What follows belongs to an exercise in optimizing a design on an open flow for a short achievable clock period and few clock cycles; a production flow would make more cautious choices. In this exercise RTL edits were held to simulation tests only and were not proved equivalent to the original.

**design/flow/run.sh**
```bash
#!/bin/bash
# synth_recipe.tcl (not shown) runs the flow's synth.tcl, then flattens the netlist and writes it again
# the make line also repeats each setting of config.mk as NAME=value (left out here)
make -C /OpenROAD-flow-scripts/flow DESIGN_CONFIG=/design/flow/config.mk WORK_HOME=/design/flow/orfs CLKGATE_MAP_FILE= SYNTH_SCRIPT=/design/flow/synth_recipe.tcl finish
```
**design/flow/constraint.sdc**
```tcl
create_clock -name core_clock -period 20.0 [get_ports {clk}]
set_input_delay 4.0000 -clock core_clock [delete_from_list [all_inputs] [get_ports {clk}]]
set_output_delay 4.0000 -clock core_clock [all_outputs]
set_load 0.01 [all_outputs]
```
**design/flow/design.v**
```verilog
module DataPath(
   input clk,
   input rst,
   input [31:0] DataMem_out,
   output memory_write,
   output [31:0] RS2ALU_Mux_Out,
   output [1:0] MemSize,
   output [31:0] Mem_Addr,
   output memory_unsigned
);
    function [31:0] expand;
        input [15:0] c;
        reg [4:0] rdp, rs2p, rd, rs2;
        begin
            rdp  = {2'b01, c[4:2]};
            rs2p = {2'b01, c[4:2]};
            rd   = c[11:7];
            rs2  = c[6:2];
            expand = 32'h00000013;  
            case ({c[15:13], c[1:0]})
                5'b000_00:  
                    expand = {2'b0, c[10:7], c[12:11], c[5], c[6], 2'b00, 5'd2, 3'b000, rdp, 7'b0010011};
                5'b010_00:  
                    expand = {5'b0, c[5], c[12:10], c[6], 2'b00, 2'b01, c[9:7], 3'b010, rdp, 7'b0000011};
                5'b110_00:  
                    expand = {5'b0, c[5], c[12], rs2p, 2'b01, c[9:7], 3'b010, c[11:10], c[6], 2'b00, 7'b0100011};
                5'b000_01:  
                    expand = {{7{c[12]}}, c[6:2], rd, 3'b000, rd, 7'b0010011};
                5'b001_01:  
                    expand = {c[12], c[8], c[10:9], c[6], c[7], c[2], c[11], c[5:3], c[12], {8{c[12]}}, 5'd1, 7'b1101111};
                5'b010_01:  
                    expand = {{7{c[12]}}, c[6:2], 5'd0, 3'b000, rd, 7'b0010011};
                5'b011_01:
                    if (rd == 5'd2)  
                        expand = {{3{c[12]}}, c[4:3], c[5], c[2], c[6], 4'b0000, 5'd2, 3'b000, 5'd2, 7'b0010011};
                    else  
                        expand = {{15{c[12]}}, c[6:2], rd, 7'b0110111};
                5'b100_01:
                    case (c[11:10])
                        2'b00: expand = {7'b0000000, c[6:2], 2'b01, c[9:7], 3'b101, 2'b01, c[9:7], 7'b0010011};  
                        2'b01: expand = {7'b0100000, c[6:2], 2'b01, c[9:7], 3'b101, 2'b01, c[9:7], 7'b0010011};  
                        2'b10: expand = {{7{c[12]}}, c[6:2], 2'b01, c[9:7], 3'b111, 2'b01, c[9:7], 7'b0010011};  
                        default:
                            case (c[6:5])
                                2'b00: expand = {7'b0100000, rs2p, 2'b01, c[9:7], 3'b000, 2'b01, c[9:7], 7'b0110011};  
                                2'b01: expand = {7'b0000000, rs2p, 2'b01, c[9:7], 3'b100, 2'b01, c[9:7], 7'b0110011};  
                                2'b10: expand = {7'b0000000, rs2p, 2'b01, c[9:7], 3'b110, 2'b01, c[9:7], 7'b0110011};  
                                default: expand = {7'b0000000, rs2p, 2'b01, c[9:7], 3'b111, 2'b01, c[9:7], 7'b0110011};  
                            endcase
                    endcase
                5'b101_01:  
                    expand = {c[12], c[8], c[10:9], c[6], c[7], c[2], c[11], c[5:3], c[12], {8{c[12]}}, 5'd0, 7'b1101111};
                5'b110_01:  
                    expand = {{4{c[12]}}, c[6:5], c[2], 5'd0, 2'b01, c[9:7], 3'b000, c[11:10], c[4:3], c[12], 7'b1100011};
                5'b111_01:  
                    expand = {{4{c[12]}}, c[6:5], c[2], 5'd0, 2'b01, c[9:7], 3'b001, c[11:10], c[4:3], c[12], 7'b1100011};
                5'b000_10:  
                    expand = {7'b0000000, c[6:2], rd, 3'b001, rd, 7'b0010011};
                5'b010_10:  
                    expand = {4'b0, c[3:2], c[12], c[6:4], 2'b00, 5'd2, 3'b010, rd, 7'b0000011};
                5'b100_10:
                    if (c[12] == 1'b0) begin
                        if (rs2 == 5'd0) expand = {12'd0, rd, 3'b000, 5'd0, 7'b1100111};           
                        else             expand = {7'b0, rs2, 5'd0, 3'b000, rd, 7'b0110011};       
                    end else begin
                        if (rs2 == 5'd0) expand = {12'd0, rd, 3'b000, 5'd1, 7'b1100111};           
                        else             expand = {7'b0, rs2, rd, 3'b000, rd, 7'b0110011};         
                    end
                5'b110_10:  
                    expand = {4'b0, c[8:7], c[12], rs2, 5'd2, 3'b010, c[11:9], 2'b00, 7'b0100011};
                default: expand = 32'h00000013;
            endcase
        end
    endfunction
    reg [31:0] ba_r;       
    reg [1:0]  bsz_r;
    reg        bwr_r;
    reg        buns_r;
    reg [31:0] bwd_r;
    reg        bfetch_r;   
    reg        bload_r;    
    reg [31:0] lf_r;       
    assign Mem_Addr        = ba_r;
    assign MemSize         = bsz_r;
    assign memory_write    = bwr_r;
    assign memory_unsigned = buns_r;
    assign RS2ALU_Mux_Out  = bwd_r;
    reg [15:0] q0, q1, q2, q3, q4, q5, q6, q7;
    reg [3:0]  occ;
    reg [2:0]  rp;
    reg [1:0]  wp;         
    reg [31:0] d_pc;
    reg [15:0] h0, h1;
    always @(*) begin
        case (rp)
            3'd0: begin h0 = q0; h1 = q1; end
            3'd1: begin h0 = q1; h1 = q2; end
            3'd2: begin h0 = q2; h1 = q3; end
            3'd3: begin h0 = q3; h1 = q4; end
            3'd4: begin h0 = q4; h1 = q5; end
            3'd5: begin h0 = q5; h1 = q6; end
            3'd6: begin h0 = q6; h1 = q7; end
            default: begin h0 = q7; h1 = q0; end
        endcase
    end
    wire        h32     = (h0[1:0] == 2'b11);
    wire        d_avail = (occ != 4'd0) && (!h32 || occ >= 4'd2);
    wire [31:0] di      = h32 ? {h1, h0} : expand(h0);
    wire [6:0] opc = di[6:0];
    wire [4:0] d_rd  = di[11:7];
    wire [2:0] d_f3  = di[14:12];
    wire [4:0] d_rs1 = di[19:15];
    wire [4:0] d_rs2 = di[24:20];
    wire d_lui    = (opc == 7'b0110111);
    wire d_auipc  = (opc == 7'b0010111);
    wire d_jal    = (opc == 7'b1101111);
    wire d_jalr   = (opc == 7'b1100111);
    wire d_branch = (opc == 7'b1100011);
    wire d_load   = (opc == 7'b0000011);
    wire d_store  = (opc == 7'b0100011);
    wire d_opimm  = (opc == 7'b0010011);
    wire d_op     = (opc == 7'b0110011);
    wire [31:0] immI = {{20{di[31]}}, di[31:20]};
    wire [31:0] immS = {{20{di[31]}}, di[31:25], di[11:7]};
    wire [31:0] immB = {{20{di[31]}}, di[7], di[30:25], di[11:8], 1'b0};
    wire [31:0] immU = {di[31:12], 12'b0};
    wire [31:0] immJ = {{12{di[31]}}, di[19:12], di[20], di[30:21], 1'b0};
    reg [31:0] d_imm;
    always @(*) begin
        if (d_store)                d_imm = immS;
        else if (d_lui | d_auipc)   d_imm = immU;
        else                        d_imm = immI;
    end
    wire [31:0] d_boff = d_jal ? immJ : immB;      
    wire [31:0] d_pcimm = d_pc + (d_auipc ? immU : d_boff);
    wire [31:0] d_pcnext = d_pc + (h32 ? 32'd4 : 32'd2);
    wire d_use1 = ~(d_lui | d_auipc | d_jal);
    wire d_use2 = d_op | d_store | d_branch;
    wire d_we   = (d_lui | d_auipc | d_jal | d_jalr | d_load | d_opimm | d_op) && (d_rd != 5'd0);
    wire [4:0] d_rs1x = d_lui ? 5'd0 : d_rs1;      
    wire d_sub = d_op & di[30] & (d_f3 == 3'b000);
    wire d_sra = di[30];
    wire [2:0] d_fn = (d_lui) ? 3'b000 : d_f3;
    wire d_op2imm = ~d_op;
    reg [31:0] rf [1:31];
    reg        w_we;
    reg [4:0]  w_rd;
    reg [31:0] w_data;
    always @(posedge clk) begin
        if (w_we) rf[w_rd] <= w_data;
    end
    wire [31:0] rf1 = (d_rs1x == 5'd0) ? 32'd0 : rf[d_rs1x];
    wire [31:0] rf2 = (d_rs2  == 5'd0) ? 32'd0 : rf[d_rs2];
    wire [31:0] d_r1 = (w_we && w_rd == d_rs1x) ? w_data : rf1;
    wire [31:0] d_r2 = (w_we && w_rd == d_rs2)  ? w_data : rf2;
    reg        e_valid;
    reg [31:0] e_r1, e_r2, e_imm, e_pre, e_tgt;
    reg [4:0]  e_rd;
    reg        e_we, e_load, e_store, e_branch, e_jal, e_jalr;
    reg [2:0]  e_f3, e_fn;
    reg        e_sub, e_sra, e_op2imm, e_usepre;
    reg        e_faM, e_faW, e_fbM, e_fbW;
    reg        m_we, m_load;
    reg [4:0]  m_rd;
    reg [31:0] m_res;
    wire [31:0] a  = e_faM ? m_res : (e_faW ? w_data : e_r1);
    wire [31:0] br = e_fbM ? m_res : (e_fbW ? w_data : e_r2);
    wire [31:0] b  = e_op2imm ? e_imm : br;
    wire [31:0] addr_sum = a + e_imm;
    wire [31:0] add_res  = a + b;
    wire [31:0] sub_res  = a - b;
    wire        lt_s     = $signed(a) < $signed(b);
    wire        lt_u     = a < b;
    wire [31:0] sra_res = $signed(a) >>> b[4:0];
    wire [31:0] srl_res = a >> b[4:0];
    reg [31:0] alu;
    always @(*) begin
        case (e_fn)
            3'b000: alu = e_sub ? sub_res : add_res;
            3'b001: alu = a << b[4:0];
            3'b010: alu = {31'd0, lt_s};
            3'b011: alu = {31'd0, lt_u};
            3'b100: alu = a ^ b;
            3'b101: alu = e_sra ? sra_res : srl_res;
            3'b110: alu = a | b;
            default: alu = a & b;
        endcase
    end
    wire [31:0] e_res = e_usepre ? e_pre : alu;
    wire b_eq  = (a == br);
    wire b_lt  = $signed(a) < $signed(br);
    wire b_ltu = a < br;
    reg cond;
    always @(*) begin
        case (e_f3)
            3'b000: cond = b_eq;
            3'b001: cond = ~b_eq;
            3'b100: cond = b_lt;
            3'b101: cond = ~b_lt;
            3'b110: cond = b_ltu;
            3'b111: cond = ~b_ltu;
            default: cond = 1'b0;
        endcase
    end
    wire redirect = e_valid & (e_jal | e_jalr | (e_branch & cond));
    wire [31:0] target = e_jalr ? {addr_sum[31:1], 1'b0} : e_tgt;
    wire mem_next = e_valid & (e_load | e_store);
    wire ld_hazard = e_valid & e_load & e_we &
                     ((d_use1 && d_rs1x == e_rd) || (d_use2 && d_rs2 == e_rd));
    wire d_fire = d_avail & ~ld_hazard & ~redirect;
    wire [3:0] d_len = h32 ? 4'd2 : 4'd1;
    wire [3:0] occ_in = occ + (bfetch_r ? 4'd2 : 4'd0);
    wire       space  = (occ_in <= 4'd6);
    always @(posedge clk or posedge rst) begin
        if (rst) begin
            ba_r <= 32'd0; bsz_r <= 2'b10; bwr_r <= 1'b0; buns_r <= 1'b0;
            bfetch_r <= 1'b1; bload_r <= 1'b0; lf_r <= 32'd0;
            occ <= 4'd0; rp <= 3'd0; wp <= 2'd0; d_pc <= 32'd0;
            e_valid <= 1'b0; m_we <= 1'b0; m_load <= 1'b0; w_we <= 1'b0;
        end else begin
            if (mem_next) begin
                ba_r <= addr_sum; bwr_r <= e_store; bsz_r <= e_f3[1:0]; buns_r <= e_f3[2];
                bfetch_r <= 1'b0; bload_r <= e_load;
            end else if (redirect) begin
                ba_r <= target; lf_r <= target; bwr_r <= 1'b0; bsz_r <= 2'b10;
                bfetch_r <= 1'b1; bload_r <= 1'b0;
            end else if (space) begin
                ba_r <= lf_r + 32'd4; lf_r <= lf_r + 32'd4; bwr_r <= 1'b0; bsz_r <= 2'b10;
                bfetch_r <= 1'b1; bload_r <= 1'b0;
            end else begin
                bwr_r <= 1'b0; bfetch_r <= 1'b0; bload_r <= 1'b0;
            end
            if (redirect) begin
                occ <= 4'd0; rp <= 3'd0; wp <= 2'd0; d_pc <= target;
            end else begin
                if (bfetch_r) wp <= wp + 2'd1;
                occ <= occ_in - (d_fire ? d_len : 4'd0);
                if (d_fire) begin
                    rp <= rp + d_len[2:0];
                    d_pc <= d_pcnext;
                end
            end
            e_valid <= d_fire;
            m_we    <= e_valid & e_we;
            m_load  <= e_valid & e_load;
            w_we    <= m_we;
        end
    end
    always @(posedge clk) begin
        if (bfetch_r && !redirect) begin
            case (wp)
                2'd0: begin q0 <= DataMem_out[15:0]; q1 <= DataMem_out[31:16]; end
                2'd1: begin q2 <= DataMem_out[15:0]; q3 <= DataMem_out[31:16]; end
                2'd2: begin q4 <= DataMem_out[15:0]; q5 <= DataMem_out[31:16]; end
                default: begin q6 <= DataMem_out[15:0]; q7 <= DataMem_out[31:16]; end
            endcase
        end
        if (mem_next) bwd_r <= br;
    end
    always @(posedge clk) begin
        e_r1 <= d_r1; e_r2 <= d_r2; e_imm <= d_imm;
        e_pre <= d_auipc ? d_pcimm : d_pcnext;
        e_tgt <= d_pcimm;
        e_rd <= d_rd; e_we <= d_we; e_load <= d_load; e_store <= d_store;
        e_branch <= d_branch; e_jal <= d_jal; e_jalr <= d_jalr;
        e_f3 <= d_f3; e_fn <= d_fn; e_sub <= d_sub; e_sra <= d_sra;
        e_op2imm <= d_op2imm; e_usepre <= d_auipc | d_jal | d_jalr;
        e_faM <= e_valid & e_we & (e_rd == d_rs1x);
        e_faW <= m_we & (m_rd == d_rs1x);
        e_fbM <= e_valid & e_we & (e_rd == d_rs2);
        e_fbW <= m_we & (m_rd == d_rs2);
        m_rd <= e_rd; m_res <= e_res;
        w_rd <= m_rd;
        w_data <= m_load ? DataMem_out : m_res;
    end
endmodule
```
**design/flow/config.mk**
```make
export PLATFORM = sky130hd
export DESIGN_NAME = DataPath
export DESIGN_NICKNAME = DataPath
export VERILOG_FILES = /design/flow/design.v
export SDC_FILE = /design/flow/constraint.sdc
export NUM_CORES = 4
export LEC_CHECK = 0
export CAP_MARGIN = 20
export CORE_MARGIN = 2
export CORE_UTILIZATION = 22
export PLACE_DENSITY = 0.4
export SLEW_MARGIN = 20
```
==> notes.md <==
==> critical path, delay by kind of cell (launching register included) <==
family                     cells  cell delay [ps]
AOI/OAI and AO/OA             11             3370
muxes                          1              130
and+or+nand+nor                7             2300
adders and majority gates      2              470
DFF                            1              590
xor gates and xnor gates       2              350
buffers and inverters          3             1360
==> Yosys cell counts (36+ instances only) <==
| cell | n |
|---|---|
| nand2_1 | 2225 |
| edfxtp_1 | 1152 |
| nand3_1 | 785 |
| a21oi_1 | 731 |
| clkbuf_1 | 476 |
| nor2_1 | 439 |
| o21ai_0 | 357 |
| dfxtp_1 | 258 |
| ha_1 | 202 |
| mux2i_1 | 179 |
| inv_1 | 178 |
| a31oi_1 | 148 |
| a32oi_1 | 131 |
| xnor2_1 | 129 |
| a211oi_1 | 117 |
| a221oi_1 | 115 |
| nor3_1 | 113 |
| dfrtp_1 | 112 |
| buf_2 | 111 |
| buf_1 | 94 |
| and3_1 | 70 |
| a311oi_1 | 67 |
| a21o_1 | 65 |
| mux2_2 | 62 |
| o21a_1 | 56 |
| o22ai_1 | 49 |
| a211o_1 | 48 |
| nor4_1 | 46 |
| nand4_1 | 44 |
| and2_1 | 42 |
| o211ai_1 | 39 |
| xor2_1 | 36 |
==> cell families after synthesis <==
group           count (synthesis)
compound gates               2208
xor+xnor                      166
fa+ha+maj                     209
buf+inv                       886
flops                        1524
mux                           255
simple gates                 3905
==> path summary, 6_finish.rpt <==
path	end	from	slack (ps)	cells past startpoint
worst max register to register	e_pre[31]	rp[1]	11290	26
worst min register to register	e_tgt[0]	d_pc[0]	380	0
max in group asynchronous	d_pc[30]	rst	14960	3
min in group asynchronous	bwr_r	rst	3600	2
worst min-delay path	e_tgt[0]	d_pc[0]	380	0
worst max-delay path	e_pre[31]	rp[1]	11290	26
==> per-stage QoR <==
step                      instance area (sq um)  hold WS, ps
after floorplan                           84400          347
after global placement                    91200          359
after detailed placement                  91300          367
after CTS                                 97500          377
after global routing                      97500          380
final                                     97500          380
==> state kept, by name, summed over array words and instances, names as in the netlist, 31 cells and up <==
signal,count
bwd_r,32
e_r1,32
e_pre,31
e_tgt,32
m_res,32
w_data,32
rf,992
lf_r,32
e_imm,32
d_pc,32
e_r2,32
ba_r,32
==> area by class of cell <==
cell class / count / area (sq um) / share of cell area, %
inverter: 186 / 704 / 0.722
sequential: 1524 / 42600 / 43.7
clock buffer: 258 / 5320 / 5.46
clock inverter: 95 / 903 / 0.926
multi-input combinational: 6743 / 38700 / 39.6
timing repair buffer: 341 / 2990 / 3.06
antenna: 9 / 22.5 / 0.0231
tap: 5038 / 6300 / 6.46
==> metal layers <==
| metal | GRT usage, % | up-vias | routed length (microns) |
|---|---|---|---|
| met5 | 0 | - | 9 |
| met4 | 8.93 | 2 | 20700 |
| met3 | 3.08 | 746 | 30900 |
| met2 | 32.0 | 3682 | 183000 |
| met1 | 26.7 | 37500 | 171000 |
| li1 | - | 33000 | - |
==> reports/qor.csv <==
stage,metric,value,unit
synthesis,mux cell area share after synthesis,3.26,%
critical_path,Worst Path Required,20760,ps
die,Initial Util,22.1,%
final_layout,NumNets Final,9228,
sta,post-route minimum period,8710,ps
synthesis,Synthesis Warnings,1,
global_routing,vias in the first global route,71700,
synthesis,"Top FF cell, synth",edfxtp_1,
clocking,"Reg clk slew, reported paths",60,ps
die,die area,388000,sq um
sta,fin crit share,43.5,%
synthesis,Synth Area in Simple Gates,19.9,%
synthesis,Synth Area in Compound Gates,17.1,%
sta,relative slew slack,17.7,%
clocking,CTS Buf Count,189,
global_routing,total grt overflow,0,
sta,f_max,115,MHz
final_layout,"leading cell type in the layout, fill and taps excluded",nand2_1,
clocking,Sink Count,1524,
synthesis,"EDFF count, synth",1152,
run_status,outcome,no timing/DRC/antenna violations,
final_layout,most frequent cells in the layout,"nand2_1 (2221), edfxtp_1 (1152), nand3_1 (782)",
detailed_routing,DR iter-0 viols,9179,
clocking,H-tree levels,4,
global_routing,largest net degree at the start of global routing,172,
place,Inst Count DP,13800,
critical_path,Worst EP arrival,9470,ps
global_routing,gr usage total,20.0,%
die,I/O Pins,102,
final_layout,layout cells sized above 1,8.45,%
synthesis,Synth cell types,118,
detailed_routing,vias post-DR,75000,
sta,Final Max Slew Viols,0,
sta,actual slew at the worst max-slew pin,1230,ps
synthesis,Synth area leaders,"edfxtp_1 (41%), nand2_1 (9.9%), dfxtp_1 (6.1%)",
synthesis,xor/xnor share of the synthesized area,1.73,%
place,GP Congestion,0.937,
critical_path,worst-path maximum fanout,81,
sta,setup TNS,0,ps
synthesis,proportion of netlist area held by the largest area contributor,41.0,%
critical_path,crit path kind,flop to flop,
synthesis,largest family of logic cells by synthesized area,simple AND/OR/NAND/NOR gates,
die,die width,623,microns
clocking,CTS tree,done,
place,pre-CTS setup slack,11350,ps
detailed_routing,post-route ant nets,0,
die,Die H,623,microns
detailed_routing,routed len/inst,28.6,microns
clocking,Skew-Pair Late Insertion Delay,930,ps
die,Cell Rows,227,
synthesis,Synth Cell Area,84400,sq um
sta,Final Hold Vio Count,0,
die,Core Area,382000,sq um
final_layout,# fillers,40500,
run,Max Cap Viol,0,
critical_path,Max stage delay on crit path,710,ps
critical_path,CP max stage cell,o22ai_2,
place,dpl hpwl,258,mm
critical_path,Critical Path Sink Type,flop,
sta,final setup margin,11290,ps
detailed_routing,drt drc,0,
place,PortBufs,101,
synthesis,post-synthesis sequential area ratio,50.5,%
synthesis,Synth area leader,edfxtp_1,
clocking,clk buf depth,4,
clocking,Root Driver,clkbuf_16,
synthesis,adder-cell area share of the yosys netlist,3.16,%
synthesis,Cells after Synth,9153,
final_layout,Area Growth Syn to Fin,15.6,%
synthesis,"flops & latches, synth",1524,
final_layout,final core utilization,25.5,%
detailed_routing,via-per-instance ratio,5.28,
clocking,# hold bufs at CTS,0,
synthesis,Mapped Nets,9396,
sta,clk_skew,108,ps
synthesis,"FFs w/ async S/R, synth",7.48,%
detailed_routing,DR pass1 iterations,6,
global_routing,initial antenna violation count,19,
clocking,cts repair resizes,0,
clocking,Post-CTS Setup Repair Bufs,0,
detailed_routing,final wirelength,406,mm
global_routing,first-pass GRT wire length,566,mm
synthesis,Synth Area per Inst,9.22,sq um
final_layout,fin cells,14200,
sta,endpoints failing setup,0,
critical_path,Setup crit start kind,flop,
sta,RSZ-0062 raised after global routing,false,
hold_path,HP Class,flop to flop,
Testbench counts, summed over its fixed seeds: cycles 19,297.

## port drivers added, routing unchanged
No port has a modelled driver above. Below, the same layout with a new extraction and two added sets of constraints.
Step 1 sets driving cells, clkbuf_16 on the clock port and buf_2 on the other inputs (assumed; they add their load-dependent delay and slew).
Step 2 also shifts input and output timing later by t, the mid clock arrival at the registers, as if the neighbouring blocks saw the same clock.
Three values: ideal ports, drivers, drivers and shift; two values: the first two.
t (ns): 0.986
setup WS [ns]: 11.293 / 11.293 / 11.293
worst hold slack (ns): 0.380 / 0.380 / 0.380
worst data-port slew with drivers (ns): 0.04
pins driven straight from the clock port: 1
After both steps this run still meets setup and hold. For this run, drivers alone change the setup slack by 0.000 ns; drivers and shift together by 0.000 ns.
